Source: an optimization exercise on an open RTL-to-GDS flow (aim: small area, a short achievable clock period and few clock cycles). Production flows keep margins and buffers that such runs may drop. Where RTL was checked, it was by simulation tests only, not by an equivalence proof against the original. Only the layout flow was run in run 6; the RTL was not checked for function there. Power is estimated from default activity; no workload was simulated.

**flow/flow/run.sh**
```bash
#!/bin/bash
set -euo pipefail
MARGIN=7.0
sed "s/ CLKGATE_MAP_FILE= / CLKGATE_MAP_FILE= SETUP_SLACK_MARGIN=$MARGIN /" standard.sh > standard_margin.sh
grep -q "SETUP_SLACK_MARGIN=$MARGIN" standard_margin.sh
bash standard_margin.sh > standard_margin.log 2>&1
```
**flow/standard.sh**
```bash
#!/bin/bash
# synth_recipe.tcl (not shown) runs the flow's synth.tcl, then flattens the netlist and writes it again
# the make line also repeats each setting of config.mk as NAME=value (left out here)
make -C /OpenROAD-flow-scripts/flow DESIGN_CONFIG=/design/flow/config.mk WORK_HOME=/design/flow/orfs CLKGATE_MAP_FILE= SYNTH_SCRIPT=/design/flow/synth_recipe.tcl "${@:-finish}"
```
**flow/config.mk**
```make
export PLATFORM = sky130hd
export DESIGN_NAME = top
export DESIGN_NICKNAME = top
export VERILOG_FILES = /design/flow/design.v
export SDC_FILE = /design/flow/constraint.sdc
export NUM_CORES = 4
export LEC_CHECK = 0
export CAP_MARGIN = 20
export CORE_MARGIN = 2
export CORE_UTILIZATION = 40
export PLACE_DENSITY = 0.45
export SLEW_MARGIN = 20
```
**flow/constraint.sdc**
```tcl
create_clock -name core_clock -period 10.0 [get_ports {clk}]
set_input_delay 2.0000 -clock core_clock [delete_from_list [all_inputs] [get_ports {clk}]]
set_output_delay 2.0000 -clock core_clock [all_outputs]
set_load 0.01 [all_outputs]
```
**flow/design.v**
```verilog
`timescale 1ns / 1ps
module top(
input clk,
input reset,
input start,
input signed [1:0] wrdata,
input signed [15:0] b12_wrdata,
input signed [15:0] b23_wrdata,
input [4:0] wr_b12addr,
input [8:0] wraddr,
input [3:0] wr_b23addr,
input we_data,
input we_b12,
input b23_we,
output [12:0] w12_rdaddr,
input signed [15:0] w12_rddata,
output [7:0] w23_rdaddr,
input signed [15:0] w23_rddata,
output reg done,
output reg [9:0] onehot_enc
);
genvar gi;
integer j, k;
reg wv_img, wv_b12, wv_b23;
reg [7:0] wa;
reg [15:0] wd;
always @(posedge clk) begin
  wv_img <= we_data;
  wv_b12 <= we_b12;
  wv_b23 <= b23_we;
  wa <= we_data ? wraddr[7:0] : (we_b12 ? {3'b0, wr_b12addr} : {4'b0, wr_b23addr});
  wd <= we_data ? {{14{wrdata[1]}}, wrdata} : (we_b12 ? b12_wrdata : b23_wrdata);
end
wire [511:0] imgv;
generate for (gi = 0; gi < 256; gi = gi + 1) begin : g_img
  reg [1:0] px;
  always @(posedge clk)
    if (wv_img && wa == gi) px <= wd[1:0];
  assign imgv[2*gi+1:2*gi] = px;
end endgenerate
reg [15:0] b12r [0:19];
reg [4:0] r20;
always @(posedge clk)
  if (reset) r20 <= 5'd0;
  else r20 <= (r20 == 5'd19) ? 5'd0 : r20 + 5'd1;
wire [5:0] b12d = {1'b0, wa[4:0]} - {1'b0, r20} - 6'd1;
wire [4:0] b12slot = b12d[5] ? b12d[4:0] + 5'd20 : b12d[4:0];
always @(posedge clk)
  for (j = 0; j < 20; j = j + 1)
    b12r[j] <= (wv_b12 && b12slot == j) ? wd : b12r[(j + 1) % 20];
function [3:0] enc16(input [15:0] oh);
  integer q;
  begin
    enc16 = 4'd0;
    for (q = 0; q < 16; q = q + 1)
      if (oh[q]) enc16 = enc16 | q[3:0];
  end
endfunction
function [15:0] lowest16(input [15:0] v);
  reg [15:0] below;
  integer q, d;
  begin
    below = {v[14:0], 1'b0};
    for (d = 1; d < 16; d = d * 2)
      for (q = 15; q >= 0; q = q - 1)
        if (q >= d) below[q] = below[q] | below[q-d];
    lowest16 = v & ~below;
  end
endfunction
function amo16(input [15:0] v);
  reg [7:0] a1, o1;
  reg [3:0] a2, o2;
  reg [1:0] a3, o3;
  integer q;
  begin
    for (q = 0; q < 8; q = q + 1) begin
      a1[q] = ~(v[2*q] & v[2*q+1]);
      o1[q] = v[2*q] | v[2*q+1];
    end
    for (q = 0; q < 4; q = q + 1) begin
      a2[q] = a1[2*q] & a1[2*q+1] & ~(o1[2*q] & o1[2*q+1]);
      o2[q] = o1[2*q] | o1[2*q+1];
    end
    for (q = 0; q < 2; q = q + 1) begin
      a3[q] = a2[2*q] & a2[2*q+1] & ~(o2[2*q] & o2[2*q+1]);
      o3[q] = o2[2*q] | o2[2*q+1];
    end
    amo16 = a3[0] & a3[1] & ~(o3[0] & o3[1]);
  end
endfunction
function sgt32(input [31:0] a, input [31:0] b);
  reg [31:0] g, e;
  reg [31:0] ng, ne;
  integer q, w;
  begin
    g = a & ~b;
    e = ~(a ^ b);
    g[31] = ~a[31] & b[31];
    for (w = 1; w < 32; w = w * 2) begin
      ng = g;
      ne = e;
      for (q = 0; q < 32; q = q + 2 * w)
        if (q + w < 32) begin
          ng[q] = g[q+w] | (e[q+w] & g[q]);
          ne[q] = e[q+w] & e[q];
        end
      g = ng;
      e = ne;
    end
    sgt32 = g[0];
  end
endfunction
function [32:0] ksadd(input [31:0] a, input [31:0] b, input cin);
  reg [31:0] g, p, gg, pp, ng, np;
  integer q, d;
  begin
    p = a ^ b;
    g = a & b;
    g[0] = g[0] | (p[0] & cin);
    gg = g;
    pp = p;
    for (d = 1; d < 32; d = d * 2) begin
      ng = gg;
      np = pp;
      for (q = 0; q < 32; q = q + 1)
        if (q >= d) begin
          ng[q] = gg[q] | (pp[q] & gg[q-d]);
          np[q] = pp[q] & pp[q-d];
        end
      gg = ng;
      pp = np;
    end
    ksadd = {gg[31], p ^ {gg[30:0], cin}};
  end
endfunction
function [15:0] relu16(input [15:0] s);
  relu16 = s[15] ? {{3{1'b1}}, s[15:3]} : s;
endfunction
function [31:0] relu32(input [31:0] s);
  relu32 = s[31] ? {{3{1'b1}}, s[31:3]} : s;
endfunction
reg factive;       
reg [4:0] fh;      
reg ffirst;        
reg [15:0] goh;    
reg [31:0] rem;    
reg outstanding;   
reg start_q;
always @(posedge clk) start_q <= start & ~reset;
wire [15:0] gnext = {goh[14:0], goh[15]};
reg [31:0] gnx_data;
always @* begin
  gnx_data = 32'd0;
  for (j = 0; j < 16; j = j + 1)
    gnx_data = gnx_data | ({32{gnext[j]}} & imgv[32*j +: 32]);
end
wire [15:0] nzr;
wire [15:0] low;
wire [31:0] low2;
generate for (gi = 0; gi < 16; gi = gi + 1) begin : g_nzr
  assign nzr[gi] = rem[2*gi] | rem[2*gi+1];
  assign low2[2*gi+1:2*gi] = {2{low[gi]}};
end endgenerate
assign low = lowest16(nzr);
wire lig = amo16(nzr);                  
wire [3:0] pidx = enc16(low);
wire [3:0] grp = enc16(goh);
reg [1:0] xv;
always @* begin
  xv = 2'b00;
  for (j = 0; j < 16; j = j + 1)
    xv = xv | ({2{low[j]}} & rem[2*j +: 2]);
end
wire tok_last = lig & goh[15];          
wire bnv_ok;                            
wire emit = factive & ~(tok_last & outstanding) & ~(ffirst & ~bnv_ok);
wire take;                              
always @(posedge clk) begin
  if (start_q) begin
    goh <= 16'd1;
    rem <= imgv[31:0];
  end else if (emit) begin
    if (lig) begin
      goh <= gnext;
      rem <= gnx_data;
    end else
      rem <= rem & ~low2;
  end
end
always @(posedge clk) begin
  if (reset) begin
    factive <= 1'b0;
  end else if (start_q) begin
    factive <= 1'b1;
    fh <= 5'd0;
    ffirst <= 1'b1;
  end else if (emit) begin
    ffirst <= tok_last;
    if (tok_last) begin
      fh <= fh + 5'd1;
      if (fh == 5'd19) factive <= 1'b0;
    end
  end
end
always @(posedge clk) begin
  if (reset || start_q) outstanding <= 1'b0;
  else if (emit && tok_last) outstanding <= 1'b1;
  else if (take) outstanding <= 1'b0;
end
reg [12:0] a12;      
reg [15:0] bnext;    
reg bnv;             
reg [1:0] x1, x2;
reg first1, last1, first2, last2, last3;
reg [15:0] b12q;
reg [15:0] wq, acc, pending;
reg pend_v;
assign w12_rdaddr = a12;
always @(posedge clk) begin
  a12 <= {fh, grp, pidx};
  wq <= w12_rddata;
  b12q <= bnext;
  x2 <= x1;
  if (reset) begin
    x1 <= 2'b00; first1 <= 1'b0; last1 <= 1'b0;
    first2 <= 1'b0; last2 <= 1'b0; last3 <= 1'b0;
  end else begin
    x1 <= emit ? xv : 2'b00;
    first1 <= emit & ffirst;
    last1 <= emit & tok_last;
    first2 <= first1;
    last2 <= last1;
    last3 <= last2;
  end
end
wire [4:0] bp = ~factive ? 5'd0 : (ffirst ? fh : fh + 5'd1);
assign bnv_ok = bnv;
always @(posedge clk) begin
  if (reset || wv_b12 || (emit && ffirst)) bnv <= 1'b0;
  else if (~first1 && r20 == bp) bnv <= 1'b1;
  if (~bnv && ~first1 && r20 == bp) bnext <= b12r[0];
end
wire [15:0] tsel = x2[0] ? wq : {wq[14:0], 1'b0};
wire [15:0] term = (x2 == 2'b00) ? 16'd0 : (x2[1] ? ~tsel : tsel);
always @(posedge clk)
  acc <= ksadd({16'd0, first2 ? b12q : acc}, {16'd0, term}, x2[1]);
always @(posedge clk) begin
  if (last3) pending <= relu16(acc);
  if (reset || start_q) pend_v <= 1'b0;
  else if (last3) pend_v <= 1'b1;
  else if (take) pend_v <= 1'b0;
end
reg [3:0] na;         
reg busy;             
reg [1:0] kc;         
reg [4:0] fh2;        
reg [7:0] a23;
reg [15:0] cur;       
reg [3:0] chq;
reg [17:0] cur3;      
reg vB, initB, finalB, initC, finalC, finalD;
reg [1:0] kB, kC;
reg [19:0] prodq;
reg [31:0] accr [0:9];
reg [31:0] best;
assign w23_rdaddr = a23;
wire wrap = (na == 4'd9);
wire [3:0] na_n = wrap ? 4'd0 : na + 4'd1;
wire cont = busy && (kc != 2'd3);
assign take = wrap && !cont && pend_v;
wire [4:0] fh2_t = take ? fh2 + 5'd1 : fh2;
function [7:0] times20(input [3:0] n);
  times20 = {n, 4'b0} + {2'b0, n, 2'b0};
endfunction
always @(posedge clk) begin
  if (reset) na <= 4'd0;
  else na <= na_n;
  fh2 <= (reset || start_q) ? 5'd31 : fh2_t;
  a23 <= wrap ? {3'b0, fh2_t} : a23 + 8'd20;
  if (reset || start_q) begin
    busy <= 1'b0;
  end else if (wrap) begin
    if (cont) kc <= kc + 2'd1;
    else if (pend_v) begin busy <= 1'b1; kc <= 2'd0; end
    else busy <= 1'b0;
  end
  if (busy && kc == 2'd0 && na == 4'd0) begin
    cur <= pending;
    cur3 <= ksadd({{16{pending[15]}}, pending}, {{15{pending[15]}}, pending, 1'b0}, 1'b0);
  end
end
always @(posedge clk) begin
  case (kc)
    2'd0: chq <= w23_rddata[3:0];
    2'd1: chq <= w23_rddata[7:4];
    2'd2: chq <= w23_rddata[11:8];
    default: chq <= w23_rddata[15:12];
  endcase
  kB <= kc;
  if (reset) begin
    vB <= 1'b0; initB <= 1'b0; finalB <= 1'b0;
  end else begin
    vB <= busy;
    initB <= busy && fh2 == 5'd0 && kc == 2'd0;
    finalB <= busy && fh2 == 5'd19 && kc == 2'd3;
  end
end
function [19:0] mul4(input [17:0] c1, input [17:0] c3, input [3:0] ch, input sgn);
  reg [17:0] c2, m0, m1;
  reg [19:0] o0, o1;
  reg neg;
  reg [32:0] sum;
  begin
    c2 = {c1[16:0], 1'b0};
    case (ch[1:0])
      2'd0: m0 = 18'd0;
      2'd1: m0 = c1;
      2'd2: m0 = c2;
      default: m0 = c3;
    endcase
    neg = sgn & ch[3];
    case (ch[3:2])
      2'd0: m1 = 18'd0;
      2'd1: m1 = c1;
      2'd2: m1 = sgn ? ~c2 : c2;
      default: m1 = sgn ? ~c1 : c3;
    endcase
    o0 = {{2{m0[17]}}, m0};
    o1 = {m1, neg, neg};
    sum = ksadd({12'd0, o0}, {12'd0, o1}, neg);
    mul4 = sum[19:0];
  end
endfunction
always @(posedge clk) begin
  prodq <= vB ? mul4({{2{cur[15]}}, cur}, cur3, chq, kB == 2'd3) : 20'd0;
  kC <= kB;
  if (reset) begin
    initC <= 1'b0; finalC <= 1'b0;
  end else begin
    initC <= initB;
    finalC <= finalB;
  end
end
reg [15:0] b23r [0:9];
reg [9:0] wrot;
always @(posedge clk)
  if (reset) wrot <= 10'd2;
  else wrot <= {wrot[0], wrot[9:1]};
reg [9:0] wdec, wsel;
always @* begin
  for (j = 0; j < 10; j = j + 1)
    wdec[j] = (wa[3:0] == j);
  for (j = 0; j < 10; j = j + 1) begin
    wsel[j] = 1'b0;
    for (k = 0; k < 10; k = k + 1)
      wsel[j] = wsel[j] | (wdec[k] & wrot[(j - k + 10) % 10]);
    wsel[j] = wsel[j] & wv_b23;
  end
end
always @(posedge clk)
  for (j = 0; j < 10; j = j + 1)
    b23r[j] <= wsel[j] ? wd : b23r[(j + 1) % 10];
wire [31:0] addA = initC ? {{6{b23r[0][15]}}, b23r[0], 10'd0} : accr[0];
wire [31:0] pext = {{12{prodq[19]}}, prodq};
wire [31:0] addB = pext << {kC, 2'b00};
wire [32:0] sum_c = ksadd(addA, addB, 1'b0);
always @(posedge clk) begin
  for (j = 0; j < 9; j = j + 1) accr[j] <= accr[j+1];
  accr[9] <= sum_c[31:0];
end
wire [3:0] nD = (na >= 4'd3) ? na - 4'd3 : na + 4'd7;
wire [31:0] fo = {accr[9][31:3], accr[9][2:0] & {3{~accr[9][31]}}};
wire gt = sgt32(fo, best);
always @(posedge clk) begin
  if (reset) finalD <= 1'b0;
  else finalD <= finalC;
  if (reset || start) done <= 1'b0;
  else if (finalD) begin
    if (nD == 4'd0 || gt) begin
      best <= fo;
      onehot_enc <= 10'd1 << nD;
    end
    if (nD == 4'd9) done <= 1'b1;
  end
end
endmodule
```
==> results.txt, run 1 <==
- Status: complete, no violations
- Crit Reg-Reg Endpoint: b12r[6][14]
- Post-synth ARST share: 0%
- Crit-path max FO: 1
- Critical path's top delay family: flip-flops
- Final Setup Violations: 0
- Layout Area Growth over Synthesis: 22.9%
- Vias: 37800
- DR iter-0 viols: 2525
- Clk sinks: 1644
- Number of synthesized flops with an enable pin: 660
- Peak supply drop: 0.194 mV
- Root Buffer: clkbuf_16
- FF+latch count, synth: 1644
- Crit start category: flip-flop
- Starting Density: 40.2%
- Internal power: 0.0131 W
- Min Tclk post-route: 3.29 ns
- Sw Share: 23.6%
- Vias in the first global route: 37500
- Clk buf depth: 3
- Antenna-violating nets left: 0
- GRT overflow: 0
- Fin crit share: 32.9%
- First-pass detailed-route iteration total: 7
- CP Cell Sequence: buf_2
- Hold Path Class: reg -> reg
- Lkg Pwr: 27.7 nW
- First-pass GRT wire length: 248 mm
- Pin count of the biggest net entering global routing: 94
- DIE AREA: 155000 µm²
- Placed Instance Area: 64200 µm²
- Die Y: 394 µm
- TritonCTS buffer count: 174
- Skew-Pair Late Insertion Delay: 0.80 ns
- Vias per std cell: 5.27
- Reg2reg path depth: 19
- Slowest CP cell: edfxtp_1
- Final Net Count: 5210
- Slew headroom: 25.5%
- CP endpoint kind: output pin
- Fin Setup TNS: 0 ns
- Core ar.: 152000 µm²
- # rows: 143
- Ports: 122
- Hpwl dp: 97.7 mm
- # H-tree levels: 4
- Layout fillers: 13300
- Max-slew violation count: 0
- Worst-Margin Slew: 1.12 ns
- Leading post-synthesis cells by instance count: 984 x dfxtp_1, 660 x edfxtp_1, 510 x mux2_2
- Post-Route WL: 168 mm
- Critical Path RT: 8.00 ns
- Max cap viols: 0
- Flop pwr share: 50.3%
- Critical path startpoint: onehot_enc[5]
- Post-synthesis net count: 4902
- Share of layout cells above drive strength 1: 28.1%
- Mapped Cells: 4679
- Synth area leader: edfxtp_1
- Distinct cells, synth: 88
- CP Buf/Inv Count: 1
- Worst Skew: 0.0286 ns
- Seq/Total Area, Yosys: 64.9%
- Synth top area share: 32.6%
- Worst EP arrival: 1.29 ns
- Yosys synthesis warning count: 4
- Top FF cell, synth: dfxtp_1
- Synthesized area: 60800 µm²
- Hold Violations, Final: 0
- Final Wtd Congestion: 0.833
- Max Clock Freq: 304 MHz
- Routed wire per std cell: 23.5 µm
- Die W: 394 µm
- Sw Pwr: 0.00403 W
- Top-count cell post-synth: dfxtp_1
- IO Port Bufs: 120
- Max incr delay on CP: 0.37 ns
- GRT Util Overall: 21.2%
- Combinational Power Share: 13.4%
- Syn_area_per_cell: 13.0 µm²
- PwrDens: 229 nW/µm²
- Reg2Reg Setup Slack: 6.73 ns
- Reg clk slew, reported paths: 0.06 ns
- CTS tree: yes
- Crit path capture: onehot_enc[5]
- Critical Path Stages: 1
- Antenna violations before repair: 7
- Final instance area: 74800 µm²
- Hold Crit Start: accr[6][22]
- RSZ-0062 raised after global routing: yes
- DRC Markers: 0
- Hold Slack: 0.313 ns
- Top post-synthesis cells by area: edfxtp_1 33%, dfxtp_1 32%, mux2_2 9.4%
- Clock power share: 36.3%
- Setup Crit Path Kind: reg -> out
- R2R Path Start: wa[1]
[placed cells by master (no fill, tap or decap), types with 63 or more instances in the layout]
cell / instances
a21oi_1: 141
a22o_1: 85
a22oi_1: 194
buf_4: 169
clkbuf_16: 181
clkdlybuf4s50_1: 86
dfxtp_1: 928
edfxtp_1: 660
ha_1: 92
inv_1: 90
mux2_2: 348
mux2_4: 188
nand2_1: 160
nand3_1: 72
nor2_1: 387
nor2b_1: 63
o21ai_0: 95
xnor2_1: 73
[sequential cells by signal, summed over array words and instances, names as in the netlist, 18 cells and up]
name,count
accr,320
b12r,320
b23r,160
best,32
cur3,18
g_img.px,512
prodq,20
rem,32
[repair_timing]
item / in CTS / in global routing
hold endpoints to repair: 0 / 0
pin swaps: 83 / 101
endpoints found under the setup margin: 872 / 629
gates cloned: 28 / 7
setup buffers: 125 / 66
hold buffers: 0 / 0
resized for setup: 584 / 162
[worst min-delay path by stage]
stage,to,slack (ns),cells after the start
3_3_place_gp,accr[4][22],0.31,0
3_5_place_dp,accr[0][4],0.31,0
5_1_grt,accr[2][27],0.33,0
4_1_cts,accr[6][2],0.31,0
2_1_floorplan,accr[0][0],0.31,0
6_report,accr[5][22],0.31,0
[power by group through the flow]
stage          registers [W]  logic (W)  clock network, W
2_1_floorplan        0.00850    0.00137                 0
3_3_place_gp         0.00873    0.00170                 0
3_5_place_dp         0.00873    0.00170                 0
4_1_cts              0.00861    0.00223           0.00637
5_1_grt              0.00871    0.00248           0.00664
6_report             0.00860    0.00229           0.00621
[layer usage]
layer / part of all wire [%] / wire length [µm] / vias up / GRT usage [%]
li1: - / - / 17800 / -
met1: 47 / 79800 / 18900 / 30.3
met2: 46 / 76700 / 897 / 33.4
met3: 4.7 / 7960 / 231 / 3.49
met4: 2.3 / 3910 / 0 / 5.73
met5: 0 / 0 / - / 0
[final cells by class]
| type | instances | area (µm²) | area share (%) |
|---|---|---|---|
| Clock inverter | 70 | 594 | 0.794 |
| Tap cell | 2030 | 2540 | 3.40 |
| Timing Repair Buffer | 402 | 4530 | 6.06 |
| Clock buffer | 255 | 4930 | 6.58 |
| Multi-Input combinational cell | 2665 | 22200 | 29.7 |
| Sequential cell | 1644 | 39600 | 53.0 |
| Inverter | 100 | 385 | 0.515 |
| Antenna cell | 3 | 7.51 | 0.0100 |
[cells by family (layout without fill, tap and decap cells)]
kind of cell	Yosys count	count (layout)	share of synthesized area, %
flip-flops	1644	1644	64.9
AND/OR/NAND/NOR	1028	1037	8.10
AO/OA/AOI/OAI	821	821	9.37
multiplexers	570	570	10.7
buffers and inverters	379	827	2.54
adder cells (fa/ha/maj)	134	134	2.81
XOR/XNOR	103	103	1.48
other	0	3	0
[through the flow]
stage          cells  total power (W)  util [%]  worst slack, ns
6_report        7169           0.0171      49.4             6.71
5_1_grt         7166           0.0178      49.4             6.62
4_1_cts         7093           0.0172      48.4             6.63
3_5_place_dp    6615           0.0104      42.3             5.87
3_3_place_gp    6615           0.0104      42.3             5.87
2_1_floorplan   4679          0.00987         -             6.56
Testbench counts, summed over its fixed seeds: cycles 98,484.
==> inputs of run 2 (changes only) <==
==> flow/flow/run.sh (replaced) <==
#!/bin/bash
set -euo pipefail
MARGIN=6.5
sed "s/ CLKGATE_MAP_FILE= / CLKGATE_MAP_FILE= SETUP_SLACK_MARGIN=$MARGIN /" standard.sh > standard_margin.sh
grep -q "SETUP_SLACK_MARGIN=$MARGIN" standard_margin.sh
bash standard_margin.sh > standard_margin.log 2>&1
--- a/flow/config.mk
+++ b/flow/config.mk
@@ -9,4 +9,7 @@
 export CORE_MARGIN = 2
 export CORE_UTILIZATION = 40
+export CTS_BUF_LIST = sky130_fd_sc_hd__clkbuf_16
+export CTS_CLUSTER_DIAMETER = 90
+export CTS_CLUSTER_SIZE = 26
 export PLACE_DENSITY = 0.45
 export SLEW_MARGIN = 20
==> run 2 against run 1 <==
Effect of this change: combinational power is 24% lower; largest cell class unchanged; total power down 18%; clock skew grew 0.012 ns; setup slack worse by 0.093 ns; die area unchanged; count of clock-buffer cells in the layout shrank 175; still clean; first-iteration DRC count rose by 7.4%; non-clock buffer count shrank 185; highest routed layer unchanged.
==> results.txt, run 2 <==
- Commonest cells after routing, fill and taps aside: 950 x dfxtp_1, 660 x edfxtp_1, 510 x mux2_2, 396 x nor2_1, 194 x a22oi_1 (was 928 x dfxtp_1, 660 x edfxtp_1, 387 x nor2_1, 348 x mux2_2, 194 x a22oi_1)
- Setup Crit Path Kind: reg -> out (unchanged)
- Final instance area: 67200 µm² (was 74800 µm²)
- Critical Path RT: 8.00 ns (about the same)
- Hold Violations, Final: 0 (unchanged)
- First-pass GRT wire length: 236 mm (was 248 mm)
- Vias: 36100 (was 37800)
- CP Cell Sequence: dlygate4sd2_1 (was buf_2)
- Biggest register: g_img.px (unchanged)
- GRT Util Overall: 20.0% (was 21.2%)
- Slew headroom: 27.7% (was 25.5%)
- Ports: 122 (unchanged)
- Number of diodes: 0 (was 3)
- CP endpoint kind: output pin (unchanged)
- Max-slew violation count: 0 (unchanged)
- Max cap viols: 0 (unchanged)
- Worst Hold Path Cells: 0 (unchanged)
- Distinct cells, synth: 88 (unchanged)
- Die Y: 394 µm (unchanged)
- Worst EP arrival: 1.39 ns (was 1.29 ns)
- Routed wire per std cell: 23.4 µm (was 23.5 µm)
- Top post-synthesis cells by area: edfxtp_1 33%, dfxtp_1 32%, mux2_2 9.4% (unchanged)
- Top FF cell, synth: dfxtp_1 (unchanged)
- DR iter-0 viols: 2711 (was 2525)
- Reg2Reg Setup Slack: 6.62 ns (was 6.73 ns)
- Crit path capture: w12_rdaddr[6] (was onehot_enc[5])
- Synth area leader: edfxtp_1 (unchanged)
- Hold_buf cts: 0 (unchanged)
- Critical Path Stages: 1 (unchanged)
- Max Clock Freq: 295 MHz (was 304 MHz)
- Seq/Total Area, Yosys: 64.9% (unchanged)
- TritonCTS buffer count: 77 (was 174)
- Peak supply drop: 0.127 mV (was 0.194 mV)
- Critical path's top delay family: flip-flops (unchanged)
- Vias in the first global route: 35700 (was 37500)
- Fin Setup TNS: 0 ns (unchanged)
- Commonest non-fill, non-tap cell in the layout: dfxtp_1 (unchanged)
- Crit-path max FO: 1 (unchanged)
- # rows: 143 (unchanged)
- Synth top area share: 32.6% (unchanged)
- Layout Area Growth over Synthesis: 10.4% (was 22.9%)
- Placed Instance Area: 64000 µm² (was 64200 µm²)
- # H-tree levels: 3 (was 4)
- Number of synthesized flops with an enable pin: 660 (unchanged)
- Vias per std cell: 5.32 (was 5.27)
- Worst Skew: 0.0408 ns (was 0.0286 ns)
- Core ar.: 152000 µm² (unchanged)
- Post-synth ARST share: 0% (unchanged)
- Max incr delay on CP: 0.39 ns (was 0.37 ns)
- DRC Markers: 0 (unchanged)
- Top-count cell post-synth: dfxtp_1 (unchanged)
- Lkg Pwr: 24.6 nW (was 27.7 nW)
- RSZ-0062 raised after global routing: yes (unchanged)
- Hold Path Class: reg -> reg (unchanged)
- Synthesized area: 60800 µm² (unchanged)
- Status: complete, no violations (unchanged)
- Worst slack, placed: 5.81 ns (was 5.87 ns)
- CTS tree: yes (unchanged)
- Final Setup Violations: 0 (unchanged)
- Hpwl dp: 97.3 mm (was 97.7 mm)
- Critical path startpoint: a12[6] (was onehot_enc[5])
- Post-Route WL: 159 mm (was 168 mm)
- Slowest CP cell: dfxtp_1 (was edfxtp_1)
- Pin count of the biggest net entering global routing: 176 (was 94)
- Antenna violations before repair: 1 (was 7)
- Final Wtd Congestion: 0.824 (was 0.833)
- Reg2reg path depth: 9 (was 19)
- Syn_area_per_cell: 13.0 µm² (unchanged)
- Skew-Pair Late Insertion Delay: 0.71 ns (was 0.80 ns)
- Top Registers: g_img.px: 512 flops, accr: 320 flops, b12r: 320 flops (unchanged)
- Clk buf depth: 3 (unchanged)
- Leading post-synthesis cells by instance count: 984 x dfxtp_1, 660 x edfxtp_1, 510 x mux2_2 (unchanged)
- GRT overflow: 0 (unchanged)
- Max reg flops: 512 (unchanged)
- Worst-Margin Slew: 1.08 ns (was 1.12 ns)
- Fin crit share: 33.9% (was 32.9%)
- FF+latch count, synth: 1644 (unchanged)
- Die W: 394 µm (unchanged)
- DIE AREA: 155000 µm² (unchanged)
- Share of layout cells above drive strength 1: 18.4% (was 28.1%)
- CP Buf/Inv Count: 1 (unchanged)
- Reg clk slew, reported paths: 0.10 ns (was 0.06 ns)
- Root Buffer: clkbuf_16 (unchanged)
- Min Tclk post-route: 3.39 ns (was 3.29 ns)
- Clk sinks: 1644 (unchanged)
- Post-synthesis net count: 4902 (unchanged)
- Crit start category: flip-flop (unchanged)
- R2R Path Start: wa[3] (was wa[1])
- Crit Reg-Reg Endpoint: b23r[9][7] (was b12r[6][14])
- IO Port Bufs: 120 (unchanged)
- Mapped Cells: 4679 (unchanged)
- PwrDens: 209 nW/µm² (was 229 nW/µm²)
- Starting Density: 40.2% (unchanged)
- Final Net Count: 4920 (was 5210)
- Yosys synthesis warning count: 4 (unchanged)
- Antenna-violating nets left: 0 (unchanged)
- First-pass detailed-route iteration total: 6 (was 7)
- Final worst slack: 6.61 ns (was 6.71 ns)
## run 2: cell count changes in the layout (fill, tap and decap cells not counted), sizes merged
cell         delta
clkinvlp        -4
nand2           -8
diode           -3
inv            +37
clkinv         -49
dlygate4sd2    +32
clkbuf        -178
buf           -209
bufbuf          -5
## run 2: per-layer routing
layer | share of wire, % | vias to the layer above | GRT usage (%) | wire length, µm
met5 | 0 | - | 0 | 0
met4 | 1.4 | 0 | 3.96 | 2270
met3 | 5.1 | 120 | 2.72 | 8080
met2 | 45 | 805 | 31.4 | 71200
met1 | 49 | 18100 | 29.6 | 77100
li1 | - | 17100 | - | -
## run 2: area by class of cell
cell class,count,area (µm²)
Tap cell,2030,2540
Clock buffer,80,2000
Clock inverter,54,375
Fill cell,14100,84400
Timing Repair Buffer,217,2160
Inverter,100,379
Sequential cell,1644,39600
Multi-Input combinational cell,2657,20200
## run 2: what timing repair did
item	4_1_cts	5_1_grt
gates cloned	1	2
setup endpoints to repair	605	486
setup buffers	17	15
gates resized for setup	99	43
pin swaps	15	7
## run 2: per-stage QoR
stage                     total power, W  std cells  hold WS [ns]  utilization [%]
after floorplan                  0.00985       4679         0.310                -
after global placement            0.0104       6612         0.310             42.2
after detailed placement          0.0104       6612         0.312             42.2
after CTS                         0.0142       6764         0.331             44.1
after global routing              0.0147       6782         0.340             44.3
final                             0.0140       6782         0.327             44.3
## run 2: kinds of logic (layout without fill, tap and decap cells)
logic type	Yosys count	after routing	share of synthesized area, %
AND/OR/NAND/NOR	1028	1029	8.10
AO/OA/AOI/OAI	821	821	9.37
XOR/XNOR	103	103	1.48
adder cells (fa/ha/maj)	134	134	2.81
multiplexers	570	570	10.7
buffers and inverters	379	451	2.54
flip-flops	1644	1644	64.9
## run 2: worst min-delay path by stage
stage	from	endpoint
floorplan	accr[1][0]	accr[0][0]
global placement	accr[3][12]	accr[2][12]
detailed placement	accr[5][0]	accr[4][0]
CTS	accr[7][10]	accr[6][10]
global route	accr[1][0]	accr[0][0]
finish	accr[7][10]	accr[6][10]
## run 2: power breakdown
group          internal (W)  switching, W  total, W  leakage, nW
sequential          0.00812      0.000435   0.00855         14.1
clock               0.00154       0.00218   0.00372         1.29
combinational       0.00104      0.000715   0.00175         9.21
==> inputs of run 3 (changes only) <==
--- a/flow/config.mk
+++ b/flow/config.mk
@@ -8,8 +8,8 @@
 export CAP_MARGIN = 20
 export CORE_MARGIN = 2
-export CORE_UTILIZATION = 40
+export CORE_UTILIZATION = 65
 export CTS_BUF_LIST = sky130_fd_sc_hd__clkbuf_16
 export CTS_CLUSTER_DIAMETER = 90
 export CTS_CLUSTER_SIZE = 26
-export PLACE_DENSITY = 0.45
+export PLACE_DENSITY = 0.72
 export SLEW_MARGIN = 20
==> run 3 against run 2 <==
Effect of this change: still clean on timing, DRC and antenna; critical path depth grew 6; register-to-register slack lost 0.15 ns; sequential power is essentially flat; via count grew 1.2%; total power shrank 2.8%; clock skew grew 0.0012 ns; sequential share of layout area grew 1.3 points; combinational power shrank 4%; final area shrank 2.2%; hold slack lost 0.0085 ns; flip-flop and latch count is the same; synthesized cell count is the same; largest power group unchanged.
==> results.txt, run 3 <==
- Antenna violations before repair: 1 (unchanged)
- Hold Crit Start: accr[8][23] (was accr[7][10])
- Critical Path RT: 10.56 ns (was 8.00 ns)
- Reg2Reg Setup Slack: 6.47 ns (was 6.62 ns)
- Top Registers: g_img.px: 512 flops, accr: 320 flops, b12r: 320 flops (unchanged)
- Crit start category: flip-flop (unchanged)
- Worst EP arrival: 4.09 ns (was 1.39 ns)
- IO Port Bufs: 120 (unchanged)
- Post-Route WL: 136 mm (was 159 mm)
- Post-synth ARST share: 0% (unchanged)
- Setup Crit Path Kind: reg -> reg (was reg -> out)
- Synthesized area: 60800 µm² (unchanged)
- Reg clk slew, reported paths: 0.10 ns (about the same)
- Seq/Total Area, Yosys: 64.9% (unchanged)
- Clk buf depth: 3 (unchanged)
- # rows: 112 (was 143)
- Hpwl dp: 84.8 mm (was 97.3 mm)
- Leading post-synthesis cells by instance count: 984 x dfxtp_1, 660 x edfxtp_1, 510 x mux2_2 (unchanged)
- GRT overflow: 0 (unchanged)
- # H-tree levels: 3 (unchanged)
- Core ar.: 93000 µm² (was 152000 µm²)
- Status: complete, no violations (unchanged)
- Internal power: 0.0105 W (was 0.0107 W)
- Hold Violations, Final: 0 (unchanged)
- CP Cell Sequence: nand2b_1 -> nor3_2 -> a22o_1 -> a221oi_1 -> nand4_1 -> nand2_1 -> mux2_2 (was dlygate4sd2_1)
- Yosys synthesis warning count: 4 (unchanged)
- Worst slack, placed: 5.54 ns (was 5.81 ns)
- Share of layout cells above drive strength 1: 17.4% (was 18.4%)
- Skew-Pair Late Insertion Delay: 0.69 ns (was 0.71 ns)
- Number of diodes: 0 (unchanged)
- Top FF cell, synth: dfxtp_1 (unchanged)
- First-pass detailed-route iteration total: 9 (was 6)
- CP Buf/Inv Count: 0 (was 1)
- Worst-Margin Slew: 1.09 ns (was 1.08 ns)
- Sw Pwr: 0.00310 W (was 0.00333 W)
- Number of synthesized flops with an enable pin: 660 (unchanged)
- Commonest cells after routing, fill and taps aside: 959 x dfxtp_1, 660 x edfxtp_1, 510 x mux2_2, 399 x nor2_1, 194 x a22oi_1 (was 950 x dfxtp_1, 660 x edfxtp_1, 510 x mux2_2, 396 x nor2_1, 194 x a22oi_1)
- Max reg flops: 512 (unchanged)
- Final Net Count: 4908 (was 4920)
- Syn_area_per_cell: 13.0 µm² (unchanged)
- Vias in the first global route: 34600 (was 35700)
- Clk sinks: 1644 (unchanged)
- Clock power share: 24.9% (was 26.5%)
- Final worst slack: 6.47 ns (was 6.61 ns)
- Max cap viols: 0 (unchanged)
- Critical path's top delay family: simple AND/OR/NAND/NOR gates (was flip-flops)
- Fin Setup TNS: 0 ns (unchanged)
- DIE AREA: 96100 µm² (was 155000 µm²)
- Worst Skew: 0.0420 ns (was 0.0408 ns)
- Hold Path Class: reg -> reg (unchanged)
- First-pass GRT wire length: 206 mm (was 236 mm)
- Distinct cells, synth: 88 (unchanged)
- DRC Markers: 0 (unchanged)
- Peak supply drop: 0.165 mV (was 0.127 mV)
- Hold_buf cts: 0 (unchanged)
- Reg2reg path depth: 7 (was 9)
- Vias per std cell: 6.10 (was 5.32)
- Worst Hold Path Cells: 0 (unchanged)
- Slowest CP cell: nor3_2 (was dfxtp_1)
- CTS tree: yes (unchanged)
- Crit Reg-Reg Endpoint: b23r[9][5] (was b23r[9][7])
- Starting Density: 65.4% (was 40.2%)
- Pin count of the biggest net entering global routing: 116 (was 176)
- Routed wire per std cell: 22.8 µm (was 23.4 µm)
- RSZ-0062 raised after global routing: yes (unchanged)
- Max incr delay on CP: 0.92 ns (was 0.39 ns)
- Biggest register: g_img.px (unchanged)
- Antenna-violating nets left: 0 (unchanged)
- GRT Util Overall: 28.2% (was 20.0%)
- Die Y: 310 µm (was 394 µm)
- Final Wtd Congestion: 0.941 (was 0.824)
- Sw Share: 22.7% (was 23.8%)
- Fin crit share: 35.3% (was 33.9%)
- Top-count cell post-synth: dfxtp_1 (unchanged)
- Max Clock Freq: 283 MHz (was 295 MHz)
- Layout Area Growth over Synthesis: 7.98% (was 10.4%)
- Top post-synthesis cells by area: edfxtp_1 33%, dfxtp_1 32%, mux2_2 9.4% (unchanged)
- Slew headroom: 27.4% (was 27.7%)
- Mapped Cells: 4679 (unchanged)
- TritonCTS buffer count: 74 (was 77)
- Crit-path max FO: 16 (was 1)
- R2R Path Start: wa[3] (unchanged)
- PwrDens: 208 nW/µm² (was 209 nW/µm²)
- Post-synthesis net count: 4902 (unchanged)
- Ports: 122 (unchanged)
- Max-slew violation count: 0 (unchanged)
- Root Buffer: clkbuf_16 (unchanged)
- FF+latch count, synth: 1644 (unchanged)
- Synth top area share: 32.6% (unchanged)
- Lkg Pwr: 24.4 nW (was 24.6 nW)
- Final Setup Violations: 0 (unchanged)
- DR iter-0 viols: 3897 (was 2711)
- CP endpoint kind: flip-flop (was output pin)
- Hold EP: accr[7][23] (was accr[6][10])
- Vias: 36500 (was 36100)
- Synth area leader: edfxtp_1 (unchanged)
- Min Tclk post-route: 3.53 ns (was 3.39 ns)
- Commonest non-fill, non-tap cell in the layout: dfxtp_1 (unchanged)
- Flop pwr share: 62.8% (was 61.0%)
- Combinational Power Share: 12.3% (was 12.5%)
- Die W: 310 µm (was 394 µm)
## run 3: timing repair
| action | CTS | global route |
|---|---|---|
| endpoints found under the setup margin | 672 | 433 |
| resized for setup | 85 | 38 |
| setup buffers | 18 | 6 |
| pin swaps | 13 | 6 |
| cloned | 2 | 0 |
## run 3: worst max-delay path by stage
stage                     slack [ns]   from     endpoint  cells past startpoint
after global routing            6.42  kB[1]    prodq[19]                     16
after detailed placement        5.54  wa[1]   b12r[2][2]                     12
after global placement          5.63  wa[1]   b12r[2][3]                     12
after CTS                       6.50  initC  accr[9][29]                     14
final                           6.47  wa[3]   b23r[9][5]                      7
after floorplan                 6.51  reset      best[0]                      4
## run 3: cell type report
cell class | instances | area, µm²
Timing Repair Buffer | 207 | 1980
Clock inverter | 44 | 221
Clock buffer | 76 | 1900
Tap cell | 1254 | 1570
Sequential cell | 1644 | 39600
Inverter | 100 | 375
Fill cell | 6659 | 27300
Multi-Input combinational cell | 2658 | 20100
## run 3: kinds of logic (layout without fill, tap and decap cells)
family	Yosys count	after routing	share of synthesized area (%)
flip-flops	1644	1644	64.9
buffers and inverters	379	427	2.54
adder cells (fa/ha/maj)	134	134	2.81
AO/OA/AOI/OAI	821	821	9.37
AND/OR/NAND/NOR	1028	1030	8.10
multiplexers	570	570	10.7
XOR/XNOR	103	103	1.48
## run 3: per-stage QoR
step,hold WS (ns),instances,utilization [%],power [W],cell area (µm²)
final,0.318,5983,70.6,0.0136,65700
after global routing,0.337,5983,70.6,0.0142,65700
after CTS,0.327,5976,70.4,0.0137,65500
after detailed placement,0.312,5836,67.7,0.0103,63000
after global placement,0.310,5836,67.7,0.0103,63000
after floorplan,0.310,4679,-,0.00985,60900
## run 3: worst register-to-register path: stages (launching register included)
cell and delay, ns:
dfxtp_2 0.49, nand2b_1 0.48, nor3_2 0.92, a22o_1 0.27, a221oi_1 0.05, nand4_1 0.14
nand2_1 0.57, mux2_2 0.52
## run 3: power by group through the flow
stage	Combinational (W)	Clock (W)	Sequential, W
2_1_floorplan	0.00135	0	0.00850
3_3_place_gp	0.00158	0	0.00871
3_5_place_dp	0.00163	0	0.00872
4_1_cts	0.00167	0.00346	0.00857
5_1_grt	0.00184	0.00370	0.00868
6_report	0.00168	0.00340	0.00856
## run 3: metal layers
metal  global-route usage (%)  part of all wire (%)  up-vias
li1                         -                     -    17000
met1                     41.5                    43    17800
met2                     44.0                    45     1464
met3                     4.13                   8.4      229
met4                     7.84                   3.0        0
met5                        0                     0        -
==> inputs of run 4 (changes only) <==
--- a/flow/config.mk
+++ b/flow/config.mk
@@ -8,8 +8,8 @@
 export CAP_MARGIN = 20
 export CORE_MARGIN = 2
-export CORE_UTILIZATION = 65
+export CORE_UTILIZATION = 55
 export CTS_BUF_LIST = sky130_fd_sc_hd__clkbuf_16
 export CTS_CLUSTER_DIAMETER = 90
 export CTS_CLUSTER_SIZE = 26
-export PLACE_DENSITY = 0.72
+export PLACE_DENSITY = 0.6
 export SLEW_MARGIN = 20
==> run 4 against run 3 <==
Effect of this change: synthesized area unchanged; count of clock-buffer cells in the layout unchanged; sequential share of layout area down 0.45 points; die area up 18%; setup slack better by 0.16 ns; first-iteration DRC count down 8.0%; final area up 0.73%; combinational power about the same.
==> results.txt, run 4 <==
- Final Setup Violations: 0 (unchanged)
- Pwr Total: 0.0137 W (was 0.0136 W)
- PwrDens: 207 nW/µm² (was 208 nW/µm²)
- Clk buf depth: 3 (unchanged)
- Number of synthesized flops with an enable pin: 660 (unchanged)
- Reg2reg path depth: 15 (was 7)
- Biggest register: g_img.px (unchanged)
- Status: complete, no violations (unchanged)
- First-pass detailed-route iteration total: 6 (was 9)
- Fin Setup TNS: 0 ns (unchanged)
- Ports: 122 (unchanged)
- Worst EP arrival: 3.94 ns (was 4.09 ns)
- Top Registers: g_img.px: 512 flops, accr: 320 flops, b12r: 320 flops (unchanged)
- Hold Path Class: reg -> reg (unchanged)
- Critical path's top delay family: buffers and inverters (was simple AND/OR/NAND/NOR gates)
- Yosys synthesis warning count: 4 (unchanged)
- Hold_buf cts: 0 (unchanged)
- Antenna-violating nets left: 0 (unchanged)
- Hold Violations, Final: 0 (unchanged)
- Routed wire per std cell: 22.8 µm (about the same)
- Setup Crit Path Kind: reg -> reg (unchanged)
- Leading post-synthesis cells by instance count: 984 x dfxtp_1, 660 x edfxtp_1, 510 x mux2_2 (unchanged)
- Crit path capture: b12r[6][8] (was b23r[9][5])
- Top-count cell post-synth: dfxtp_1 (unchanged)
- CP Buf/Inv Count: 4 (was 0)
- TritonCTS buffer count: 74 (unchanged)
- Commonest cells after routing, fill and taps aside: 964 x dfxtp_1, 660 x edfxtp_1, 510 x mux2_2, 396 x nor2_1, 194 x a22oi_1 (was 959 x dfxtp_1, 660 x edfxtp_1, 510 x mux2_2, 399 x nor2_1, 194 x a22oi_1)
- Synthesized area: 60800 µm² (unchanged)
- Critical path startpoint: wa[1] (was wa[3])
- Antenna violations before repair: 1 (unchanged)
- Final worst slack: 6.63 ns (was 6.47 ns)
- FF+latch count, synth: 1644 (unchanged)
- Commonest non-fill, non-tap cell in the layout: dfxtp_1 (unchanged)
- DR iter-0 viols: 3587 (was 3897)
- Starting Density: 55.2% (was 65.4%)
- Vias per std cell: 5.80 (was 6.10)
- Post-synth ARST share: 0% (unchanged)
- Fin crit share: 33.7% (was 35.3%)
- Seq/Total Area, Yosys: 64.9% (unchanged)
- Crit-path max FO: 16 (unchanged)
- Pin count of the biggest net entering global routing: 116 (unchanged)
- Mapped Cells: 4679 (unchanged)
- Vias in the first global route: 35000 (was 34600)
- Synth top area share: 32.6% (unchanged)
- Slowest CP cell: fa_1 (was nor3_2)
- CP endpoint kind: flip-flop (unchanged)
- Worst Skew: 0.0401 ns (was 0.0420 ns)
- # H-tree levels: 3 (unchanged)
- Clk sinks: 1644 (unchanged)
- Reg clk slew, reported paths: 0.10 ns (about the same)
- Critical Path RT: 10.57 ns (was 10.56 ns)
- R2R Path Start: wa[1] (was wa[3])
- Layout Area Growth over Synthesis: 8.77% (was 7.98%)
- Share of layout cells above drive strength 1: 17.8% (was 17.4%)
- Peak supply drop: 0.164 mV (was 0.165 mV)
- First-pass GRT wire length: 215 mm (was 206 mm)
- Slew headroom: 21.3% (was 27.4%)
- Die W: 337 µm (was 310 µm)
- Hpwl dp: 88.6 mm (was 84.8 mm)
- Critical Path Stages: 15 (was 7)
- DIE AREA: 113000 µm² (was 96100 µm²)
- Worst slack, placed: 5.61 ns (was 5.54 ns)
- Root Buffer: clkbuf_16 (unchanged)
- GRT overflow: 0 (unchanged)
- Die Y: 337 µm (was 310 µm)
- Lkg Pwr: 24.5 nW (was 24.4 nW)
- # rows: 122 (was 112)
- Post-Route WL: 142 mm (was 136 mm)
- Syn_area_per_cell: 13.0 µm² (unchanged)
- GRT Util Overall: 25.0% (was 28.2%)
- CTS tree: yes (unchanged)
- RSZ-0062 raised after global routing: yes (unchanged)
- Reg2Reg Setup Slack: 6.63 ns (was 6.47 ns)
- CP Cell Sequence: buf_6 -> clkinvlp_4 -> fa_1 -> xnor2_2 -> ha_1 -> nor2_2 -> o21ai_0 -> nand3b_1 -> a21o_2 -> o31ai_4 -> nor3_4 -> buf_12 -> nand3_4 -> buf_12 -> mux2_4 (was nand2b_1 -> nor3_2 -> a22o_1 -> a221oi_1 -> nand4_1 -> nand2_1 -> mux2_2)
- Crit Reg-Reg Endpoint: b12r[6][8] (was b23r[9][5])
- Core ar.: 110000 µm² (was 93000 µm²)
- Worst-Margin Slew: 1.18 ns (was 1.09 ns)
- Vias: 36100 (was 36500)
- Skew-Pair Late Insertion Delay: 0.68 ns (was 0.69 ns)
- Final Net Count: 4921 (was 4908)
- Hold Crit Start: accr[2][4] (was accr[8][23])
- Min Tclk post-route: 3.37 ns (was 3.53 ns)
- Worst Hold Path Cells: 0 (unchanged)
- Most used cell, CP: buf_12
- Max incr delay on CP: 0.49 ns (was 0.92 ns)
- Max reg flops: 512 (unchanged)
- Distinct cells, synth: 88 (unchanged)
- Crit start category: flip-flop (unchanged)
- Synth area leader: edfxtp_1 (unchanged)
- Top post-synthesis cells by area: edfxtp_1 33%, dfxtp_1 32%, mux2_2 9.4% (unchanged)
- Max Clock Freq: 297 MHz (was 283 MHz)
- Final Wtd Congestion: 0.904 (was 0.941)
- Max cap viols: 0 (unchanged)
- Max-slew violation count: 0 (unchanged)
- Top FF cell, synth: dfxtp_1 (unchanged)
- DRC Markers: 0 (unchanged)
- IO Port Bufs: 120 (unchanged)
- Post-synthesis net count: 4902 (unchanged)
-- run 4: changes by cell type in the layout (fill, tap and decap cells not counted), moves of 2 or more --
cell,delta
buf_4,+9
buf_6,+6
dfxtp_1,+5
nor3_1,-5
nor3_2,+4
dfxtp_2,-3
nor2_1,-3
nor2_2,+3
clkinv_4,+2
dfxtp_4,-2
nand3_1,-2
nand3_2,+2
-- run 4: worst min-delay path by stage --
stage                   to  slack, ns
6_report        accr[1][4]       0.31
5_1_grt        accr[1][16]       0.32
4_1_cts         accr[1][4]       0.32
3_5_place_dp   accr[7][15]       0.31
3_3_place_gp   accr[0][15]       0.31
2_1_floorplan   accr[0][0]       0.31
-- run 4: routing by layer --
metal | part of all wire, % | routed length [µm] | up-vias | GRT usage [%]
li1 | - | - | 17000 | -
met1 | 45 | 63900 | 17700 | 36.0
met2 | 45 | 63700 | 1199 | 39.0
met3 | 7.8 | 11200 | 181 | 5.00
met4 | 2.5 | 3520 | 0 | 6.11
met5 | 0 | 0 | - | 0
-- run 4: through the flow --
stage	instances	instance area [µm²]	hold WS, ns	util, %
finish	6231	66200	0.315	60.1
global route	6230	66200	0.324	60.0
CTS	6215	65900	0.318	59.8
detailed placement	6078	63400	0.312	57.5
global placement	6078	63300	0.310	57.5
floorplan	4679	60900	0.310	-
-- run 4: area by class of cell --
cell class,instances,area (µm²)
Inverter,100,379
Clock buffer,76,1900
Timing Repair Buffer,221,2100
Multi-Input combinational cell,2657,20100
Fill cell,9015,44000
Tap cell,1488,1860
Clock inverter,44,225
Antenna cell,1,2.50
Sequential cell,1644,39600
-- run 4: cell families after synthesis --
| family | count (synthesis) | synth area share [%] |
|---|---|---|
| flip-flops | 1644 | 64.9 |
| adder cells (fa/ha/maj) | 134 | 2.81 |
| AND/OR/NAND/NOR | 1028 | 8.10 |
| buffers and inverters | 379 | 2.54 |
| XOR/XNOR | 103 | 1.48 |
| multiplexers | 570 | 10.7 |
| AO/OA/AOI/OAI | 821 | 9.37 |
-- run 4: repair_timing --
item	CTS	global route
gates resized for setup	103	30
gates cloned	2	0
pin swaps	17	6
buffers inserted	15	15
endpoints found under the setup margin	598	516
-- run 4: where the power goes --
group          internal, W  leakage (nW)  total [W]  switching [W]
Clock              0.00140          1.17    0.00343        0.00203
Combinational      0.00103          9.19    0.00171       0.000681
Sequential         0.00812          14.1    0.00856       0.000437
Total               0.0106          24.5     0.0137        0.00315
-- run 4: worst reg2reg max path: stages (launching register included) --
cell	delay (ns)
dfxtp_1	0.35
buf_6	0.22
clkinvlp_4	0.15
fa_1	0.49
xnor2_2	0.18
ha_1	0.20
nor2_2	0.17
o21ai_0	0.12
nand3b_1	0.10
a21o_2	0.15
o31ai_4	0.16
nor3_4	0.25
buf_12	0.15
nand3_4	0.08
buf_12	0.19
mux2_4	0.31
==> inputs of run 5 (changes only) <==
--- a/flow/config.mk
+++ b/flow/config.mk
@@ -10,6 +10,6 @@
 export CORE_UTILIZATION = 55
 export CTS_BUF_LIST = sky130_fd_sc_hd__clkbuf_16
-export CTS_CLUSTER_DIAMETER = 90
-export CTS_CLUSTER_SIZE = 26
+export CTS_CLUSTER_DIAMETER = 100
+export CTS_CLUSTER_SIZE = 32
 export PLACE_DENSITY = 0.6
 export SLEW_MARGIN = 20
==> run 5 against run 4 <==
Effect of this change: still clean on timing, DRC and antenna; first-iteration DRC count decreased by 5.8%; via count decreased by 0.17%; sequential share of layout area increased by 0.28 points; final cell count decreased by 0.37%; flip-flop and latch count unchanged.
==> results.txt, run 5 <==
- Status: complete, no violations (unchanged)
- Mapped Cells: 4679 (unchanged)
- Max cap viols: 0 (unchanged)
- # H-tree levels: 2 (was 3)
- Ports: 122 (unchanged)
- First-pass GRT wire length: 214 mm (was 215 mm)
- Synthesized area: 60800 µm² (unchanged)
- Max incr delay on CP: 0.42 ns (was 0.49 ns)
- Layout fillers: 9048 (was 9015)
- Starting Density: 55.2% (unchanged)
- Vias in the first global route: 34900 (was 35000)
- Slew headroom: 21.6% (was 21.3%)
- Die W: 337 µm (unchanged)
- Post-synth ARST share: 0% (unchanged)
- Yosys synthesis warning count: 4 (unchanged)
- CP Buf/Inv Count: 1 (was 4)
- Post-synthesis net count: 4902 (unchanged)
- Fin crit share: 34.3% (was 33.7%)
- Worst EP arrival: 1.43 ns (was 3.94 ns)
- Hold Violations, Final: 0 (unchanged)
- Antenna-violating nets left: 0 (unchanged)
- Synth top area share: 32.6% (unchanged)
- Number of synthesized flops with an enable pin: 660 (unchanged)
- IO Port Bufs: 120 (unchanged)
- Critical path's top delay family: flip-flops (was buffers and inverters)
- Critical Path RT: 8.00 ns (was 10.57 ns)
- Syn_area_per_cell: 13.0 µm² (unchanged)
- Fin Setup TNS: 0 ns (unchanged)
- DRC Markers: 0 (unchanged)
- Reg clk slew, reported paths: 0.11 ns (was 0.10 ns)
- Crit start category: flip-flop (unchanged)
- Synth area leader: edfxtp_1 (unchanged)
- Top post-synthesis cells by area: edfxtp_1 33%, dfxtp_1 32%, mux2_2 9.4% (unchanged)
- Antenna violations before repair: 0 (was 1)
- Pwr Total: 0.0134 W (was 0.0137 W)
- Clk buf depth: 3 (unchanged)
- Setup Crit Path Kind: reg -> out (was reg -> reg)
- Max-slew violation count: 0 (unchanged)
- Root Buffer: clkbuf_16 (unchanged)
- TritonCTS buffer count: 59 (was 74)
- Worst-Margin Slew: 1.17 ns (was 1.18 ns)
- Leading post-synthesis cells by instance count: 984 x dfxtp_1, 660 x edfxtp_1, 510 x mux2_2 (unchanged)
- Final Wtd Congestion: 0.904 (unchanged)
- Top FF cell, synth: dfxtp_1 (unchanged)
- Top Registers: g_img.px: 512 flops, accr: 320 flops, b12r: 320 flops (unchanged)
- Max Clock Freq: 292 MHz (was 297 MHz)
- RSZ-0062 raised after global routing: yes (unchanged)
- Core ar.: 110000 µm² (unchanged)
- Share of layout cells above drive strength 1: 17.7% (was 17.8%)
- Final Setup Violations: 0 (unchanged)
- Max reg flops: 512 (unchanged)
- Top-count cell post-synth: dfxtp_1 (unchanged)
- GRT overflow: 0 (unchanged)
- Hold_buf cts: 0 (unchanged)
- Reg2Reg Setup Slack: 6.63 ns (about the same)
- # rows: 122 (unchanged)
- Hpwl dp: 88.6 mm (unchanged)
- Hold Path Class: reg -> reg (unchanged)
- FF+latch count, synth: 1644 (unchanged)
- Final Net Count: 4904 (was 4921)
- Vias per std cell: 5.81 (was 5.80)
- Lkg Pwr: 24.2 nW (was 24.5 nW)
- Pin count of the biggest net entering global routing: 116 (unchanged)
- Distinct cells, synth: 88 (unchanged)
- GRT Util Overall: 24.8% (was 25.0%)
- Skew-Pair Late Insertion Delay: 0.73 ns (was 0.68 ns)
- Commonest non-fill, non-tap cell in the layout: dfxtp_1 (unchanged)
- DR iter-0 viols: 3379 (was 3587)
- Seq/Total Area, Yosys: 64.9% (unchanged)
- CP endpoint kind: output pin (was flip-flop)
- Peak supply drop: 0.223 mV (was 0.164 mV)
- CP Cell Sequence: dlygate4sd2_1 (was buf_6 -> clkinvlp_4 -> fa_1 -> xnor2_2 -> ha_1 -> nor2_2 -> o21ai_0 -> nand3b_1 -> a21o_2 -> o31ai_4 -> nor3_4 -> buf_12 -> nand3_4 -> buf_12 -> mux2_4)
- Worst Skew: 0.0376 ns (was 0.0401 ns)
- Die Y: 337 µm (unchanged)
- Crit-path max FO: 1 (was 16)
- Commonest cells after routing, fill and taps aside: 963 x dfxtp_1, 660 x edfxtp_1, 510 x mux2_2, 396 x nor2_1, 194 x a22oi_1 (was 964 x dfxtp_1, 660 x edfxtp_1, 510 x mux2_2, 396 x nor2_1, 194 x a22oi_1)
- Vias: 36100 (about the same)
- Biggest register: g_img.px (unchanged)
- Layout Area Growth over Synthesis: 8.27% (was 8.77%)
- Min Tclk post-route: 3.43 ns (was 3.37 ns)
- Routed wire per std cell: 22.8 µm (about the same)
- Clk sinks: 1644 (unchanged)
- Hold Slack: 0.325 ns (was 0.315 ns)
- CTS tree: yes (unchanged)
- PwrDens: 204 nW/µm² (was 207 nW/µm²)
- Slowest CP cell: dfxtp_4 (was fa_1)
- Post-Route WL: 141 mm (was 142 mm)
- First-pass detailed-route iteration total: 6 (unchanged)
- DIE AREA: 113000 µm² (unchanged)
[run 5: cell count changes in the layout (fill, tap and decap cells not counted), sizes merged]
cell,before,now
bufinv,0,1
inv,137,130
clkbuf,76,62
clkinv,6,5
buf,102,100
[run 5: power breakdown]
part / internal [W] / switching (W) / total [W]
sequential: 0.00812 / 0.000435 / 0.00855
combinational: 0.00103 / 0.000683 / 0.00171
clock: 0.00117 / 0.00198 / 0.00314
total: 0.0103 / 0.00309 / 0.0134
[run 5: area by class of cell]
type                       instances  area [µm²]  area share, %
antenna                            1        2.50        0.00380
clock buffer                      62        1550           2.36
inverter                         100         379          0.575
sequential                      1644       39600           60.1
multi-input combinational       2657       20200           30.7
clock inverter                    37         230          0.349
tap                             1488        1860           2.83
timing repair buffer             219        2090           3.17
[run 5: cell families (layout without fill, tap and decap cells)]
family / Yosys count / count (layout) / share of synthesized area [%]
other: 0 / 1 / 0
muxes: 570 / 570 / 10.7
adders and majority gates: 134 / 134 / 2.81
xor gates and xnor gates: 103 / 103 / 1.48
buffers and inverters: 379 / 418 / 2.54
and+or+nand+nor: 1028 / 1029 / 8.10
AOI/OAI and AO/OA: 821 / 821 / 9.37
DFF: 1644 / 1644 / 64.9
[run 5: per-stage QoR]
stage	setup WS [ns]	instances	utilization (%)	cell area [µm²]
floorplan	6.51	4679	-	60900
global placement	5.65	6078	57.5	63300
detailed placement	5.61	6078	57.5	63400
CTS	6.46	6192	59.5	65600
global route	6.37	6207	59.8	65900
finish	6.57	6208	59.8	65900
[run 5: layer usage]
layer	GRT usage (%)	share of wire [%]
met1	36.4	45
met2	39.2	45
met3	3.80	7.3
met4	5.36	1.9
met5	0	0
[run 5: worst paths after layout]
kind,endpoint,startpoint,cells after the start
setup reg to reg,b12r[2][3],wa[1],11
hold / removal,accr[1][16],accr[2][16],0
hold reg to reg,accr[1][16],accr[2][16],0
setup / recovery,w12_rdaddr[9],a12[9],1
[run 5: repair_timing]
item | in CTS | in global routing
setup buffers | 14 | 15
gates cloned | 1 | 0
gates resized for setup | 100 | 41
pin swaps | 15 | 10
setup endpoints to repair | 610 | 517
==> inputs of run 6 (changes only) <==
--- a/flow/design.v
+++ b/flow/design.v
@@ -137,7 +137,4 @@
   relu16 = s[15] ? {{3{1'b1}}, s[15:3]} : s;
 endfunction
-function [31:0] relu32(input [31:0] s);
-  relu32 = s[31] ? {{3{1'b1}}, s[31:3]} : s;
-endfunction
 reg factive;       
 reg [4:0] fh;      
@@ -257,6 +254,6 @@
 reg [7:0] a23;
 reg [15:0] cur;       
-reg [3:0] chq;
-reg [17:0] cur3;      
+reg [5:0] chq;        
+reg [4:0] chunk;
 reg vB, initB, finalB, initC, finalC, finalD;
 reg [1:0] kB, kC;
@@ -270,7 +267,4 @@
 assign take = wrap && !cont && pend_v;
 wire [4:0] fh2_t = take ? fh2 + 5'd1 : fh2;
-function [7:0] times20(input [3:0] n);
-  times20 = {n, 4'b0} + {2'b0, n, 2'b0};
-endfunction
 always @(posedge clk) begin
   if (reset) na <= 4'd0;
@@ -287,14 +281,16 @@
   if (busy && kc == 2'd0 && na == 4'd0) begin
     cur <= pending;
-    cur3 <= ksadd({{16{pending[15]}}, pending}, {{15{pending[15]}}, pending, 1'b0}, 1'b0);
   end
 end
-always @(posedge clk) begin
+always @* begin
   case (kc)
-    2'd0: chq <= w23_rddata[3:0];
-    2'd1: chq <= w23_rddata[7:4];
-    2'd2: chq <= w23_rddata[11:8];
-    default: chq <= w23_rddata[15:12];
+    2'd0: chunk = {w23_rddata[3:0], 1'b0};
+    2'd1: chunk = w23_rddata[7:3];
+    2'd2: chunk = w23_rddata[11:7];
+    default: chunk = w23_rddata[15:11];
   endcase
+end
+always @(posedge clk) begin
+  chq <= {bsel(chunk[4:2]), bsel(chunk[2:0])};
   kB <= kc;
   if (reset) begin
@@ -306,32 +302,27 @@
   end
 end
-function [19:0] mul4(input [17:0] c1, input [17:0] c3, input [3:0] ch, input sgn);
-  reg [17:0] c2, m0, m1;
-  reg [19:0] o0, o1;
-  reg neg;
+function [19:0] booth2(input [15:0] a, input [5:0] d);
+  reg [17:0] ae, p0, p1;
+  reg [19:0] o0, o1, o2, sv, cv;
   reg [32:0] sum;
   begin
-    c2 = {c1[16:0], 1'b0};
-    case (ch[1:0])
-      2'd0: m0 = 18'd0;
-      2'd1: m0 = c1;
-      2'd2: m0 = c2;
-      default: m0 = c3;
-    endcase
-    neg = sgn & ch[3];
-    case (ch[3:2])
-      2'd0: m1 = 18'd0;
-      2'd1: m1 = c1;
-      2'd2: m1 = sgn ? ~c2 : c2;
-      default: m1 = sgn ? ~c1 : c3;
-    endcase
-    o0 = {{2{m0[17]}}, m0};
-    o1 = {m1, neg, neg};
-    sum = ksadd({12'd0, o0}, {12'd0, o1}, neg);
-    mul4 = sum[19:0];
+    ae = {{2{a[15]}}, a};
+    p0 = ({18{d[0]}} & ae) | ({18{d[1]}} & {ae[16:0], 1'b0});
+    p1 = ({18{d[3]}} & ae) | ({18{d[4]}} & {ae[16:0], 1'b0});
+    if (d[2]) p0 = ~p0;
+    if (d[5]) p1 = ~p1;
+    o0 = {{2{p0[17]}}, p0};
+    o1 = {p1, 1'b0, d[2]};
+    sv = o0 ^ o1;
+    cv = o0 & o1;
+    sum = ksadd({12'd0, sv}, {12'd0, cv[18:0], 1'b0} | {29'd0, d[5], 2'b00}, 1'b0);
+    booth2 = sum[19:0];
   end
 endfunction
+function [2:0] bsel(input [2:0] c);
+  bsel = {c[2], (c[2] & ~c[1] & ~c[0]) | (~c[2] & c[1] & c[0]), c[1] ^ c[0]};
+endfunction
 always @(posedge clk) begin
-  prodq <= vB ? mul4({{2{cur[15]}}, cur}, cur3, chq, kB == 2'd3) : 20'd0;
+  prodq <= vB ? booth2(cur, chq) : 20'd0;
   kC <= kB;
   if (reset) begin
--- a/flow/config.mk
+++ b/flow/config.mk
@@ -10,6 +10,6 @@
 export CORE_UTILIZATION = 55
 export CTS_BUF_LIST = sky130_fd_sc_hd__clkbuf_16
-export CTS_CLUSTER_DIAMETER = 100
-export CTS_CLUSTER_SIZE = 32
+export CTS_CLUSTER_DIAMETER = 90
+export CTS_CLUSTER_SIZE = 26
 export PLACE_DENSITY = 0.6
 export SLEW_MARGIN = 20
==> run 6 against run 5 <==
Effect of this change: final cell count fell by 3.8%; synthesized cell count fell by 3.5%; non-clock buffer count fell by 13; critical endpoint is now ffirst; setup slack got worse by 0.0070 ns; critical path depth rose by 8.
==> results.txt, run 6 <==
- Hpwl dp: 85.4 mm (was 88.6 mm)
- Antenna-violating nets left: 0 (unchanged)
- Worst EP arrival: 3.86 ns (was 1.43 ns)
- PwrDens: 211 nW/µm² (was 204 nW/µm²)
- Routed wire per std cell: 23.2 µm (was 22.8 µm)
- Setup Crit Path Kind: reg -> reg (was reg -> out)
- Yosys synthesis warning count: 4 (unchanged)
- First-pass detailed-route iteration total: 6 (unchanged)
- Crit start category: flip-flop (unchanged)
- Layout fillers: 8560 (was 9048)
- Synthesized area: 59700 µm² (was 60800 µm²)
- Mapped Cells: 4517 (was 4679)
- IO Port Bufs: 120 (unchanged)
- Most used cell, CP: nand3_2
- Max cap viols: 0 (unchanged)
- Commonest cells after routing, fill and taps aside: 962 x dfxtp_1, 644 x edfxtp_1, 511 x mux2_2, 394 x nor2_1, 169 x nand2_1 (was 963 x dfxtp_1, 660 x edfxtp_1, 510 x mux2_2, 396 x nor2_1, 194 x a22oi_1)
- Commonest non-fill, non-tap cell in the layout: dfxtp_1 (unchanged)
- Slew headroom: 24.8% (was 21.6%)
- Max Clock Freq: 291 MHz (was 292 MHz)
- Clk sinks: 1630 (was 1644)
- TritonCTS buffer count: 73 (was 59)
- # rows: 120 (was 122)
- Seq/Total Area, Yosys: 65.5% (was 64.9%)
- Vias in the first global route: 33500 (was 34900)
- Worst-Margin Slew: 1.13 ns (was 1.17 ns)
- Post-Route WL: 139 mm (was 141 mm)
- Critical Path RT: 10.42 ns (was 8.00 ns)
- Synth area leader: dfxtp_1 (was edfxtp_1)
- Post-synth ARST share: 0% (unchanged)
- GRT overflow: 0 (unchanged)
- Post-synthesis net count: 4743 (was 4902)
- Max incr delay on CP: 0.54 ns (was 0.42 ns)
- Vias: 34900 (was 36100)
- Layout Area Growth over Synthesis: 8.78% (was 8.27%)
- Die W: 333 µm (was 337 µm)
- CP endpoint kind: flip-flop (was output pin)
- Final cell count without fillers: 5974 (was 6208)
- Fin crit share: 34.3% (about the same)
- Root Buffer: clkbuf_16 (unchanged)
- FF+latch count, synth: 1630 (was 1644)
- Post-placement cell count: 5827 (was 6078)
- Final Wtd Congestion: 0.884 (was 0.904)
- # H-tree levels: 3 (was 2)
- DR iter-0 viols: 3315 (was 3379)
- Ports: 122 (unchanged)
- Crit-path max FO: 33 (was 1)
- RSZ-0062 raised after global routing: yes (unchanged)
- Final core occ: 60.5% (was 59.8%)
- Syn_area_per_cell: 13.2 µm² (was 13.0 µm²)
- Vias per std cell: 5.84 (was 5.81)
- Max-slew violation count: 0 (unchanged)
- Worst Skew: 0.0307 ns (was 0.0376 ns)
- CP Cell Sequence: nor4_4 -> nand3_2 -> or3_4 -> o21ai_2 -> nand3_2 -> nor2_1 -> a21oi_1 -> or2_4 -> nor2b_1 (was dlygate4sd2_1)
- Top Registers: g_img.px: 512 flops, accr: 320 flops, b12r: 320 flops (unchanged)
- DRC Markers: 0 (unchanged)
- DIE AREA: 111000 µm² (was 113000 µm²)
- Hold Violations, Final: 0 (unchanged)
- Distinct cells, synth: 85 (was 88)
- Hold_buf cts: 0 (unchanged)
- Placed Instance Area: 62100 µm² (was 63400 µm²)
- CTS tree: yes (unchanged)
- Die Y: 333 µm (was 337 µm)
- Reg clk slew, reported paths: 0.10 ns (was 0.11 ns)
- Status: complete, no violations (unchanged)
- First-pass GRT wire length: 207 mm (was 214 mm)
- Number of synthesized flops with an enable pin: 644 (was 660)
- Clk buf depth: 3 (unchanged)
- Top post-synthesis cells by area: dfxtp_1 33%, edfxtp_1 32%, mux2_2 9.6% (was edfxtp_1 33%, dfxtp_1 32%, mux2_2 9.4%)
- Peak supply drop: 0.171 mV (was 0.223 mV)
- Starting Density: 55.6% (was 55.2%)
- Final Net Count: 4749 (was 4904)
==> run 6: logic make-up after synthesis <==
| kind of cell | count (synthesis) | synth area share, % |
|---|---|---|
| flip-flops | 1630 | 65.5 |
| AND/OR/NAND/NOR | 939 | 7.46 |
| AO/OA/AOI/OAI | 739 | 8.90 |
| multiplexers | 573 | 10.9 |
| buffers and inverters | 378 | 2.52 |
| adder cells (fa/ha/maj) | 137 | 2.93 |
| XOR/XNOR | 121 | 1.78 |
==> run 6: path summary, 6_finish.rpt <==
kind / from / endpoint / slack [ns] / cells past startpoint
setup / recovery: rem[2] / ffirst / 6.57 / 9
hold / removal: accr[7][19] / accr[6][19] / 0.32 / 0
setup reg to reg: rem[2] / ffirst / 6.57 / 9
hold reg to reg: accr[7][19] / accr[6][19] / 0.32 / 0
==> run 6: per-stage QoR <==
stage	setup slack, ns	hold slack [ns]
global placement	5.77	0.310
detailed placement	5.76	0.312
finish	6.57	0.319
CTS	6.35	0.326
global route	6.44	0.335
floorplan	6.53	0.310
==> run 6: area by class of cell <==
type                       instances  area [µm²]  share of cell area [%]
clock inverter                    43         208                   0.320
multi-input combinational       2510       19500                    30.0
timing repair buffer             206        1970                    3.04
inverter                         102         387                   0.596
tap                             1403        1760                    2.70
clock buffer                      79        1980                    3.05
antenna                            1        2.50                 0.00386
sequential                      1630       39100                    60.3
==> run 6: power breakdown <==
group	internal, W	total [W]	leakage [nW]	switching, W
Sequential	0.00806	0.00851	14.0	0.000445
Combinational	0.00104	0.00175	8.88	0.000706
Clock	0.00147	0.00347	1.20	0.00200
==> run 6: layer usage <==
metal | vias up | global-route usage [%] | routed length, µm | share of wire, %
met4 | 0 | 6.75 | 3540 | 2.6
met1 | 17100 | 35.8 | 63300 | 46
met3 | 173 | 4.31 | 10700 | 7.7
met5 | - | 0 | 0 | 0
li1 | 16400 | - | - | -
met2 | 1190 | 37.7 | 61200 | 44
==> run 6: timing repair <==
action                     in CTS  in global routing
gates resized for setup        93                 54
setup buffers                  10                 11
pin swaps                       7                 14
setup endpoints to repair     373                412
cloned                          0                  3
==> run 6: critical path: cells and delay by family (launching register included) <==
family          cells  cell delay, ns
compound gates      2            0.28
flops               1            0.54
simple gates        7            2.37
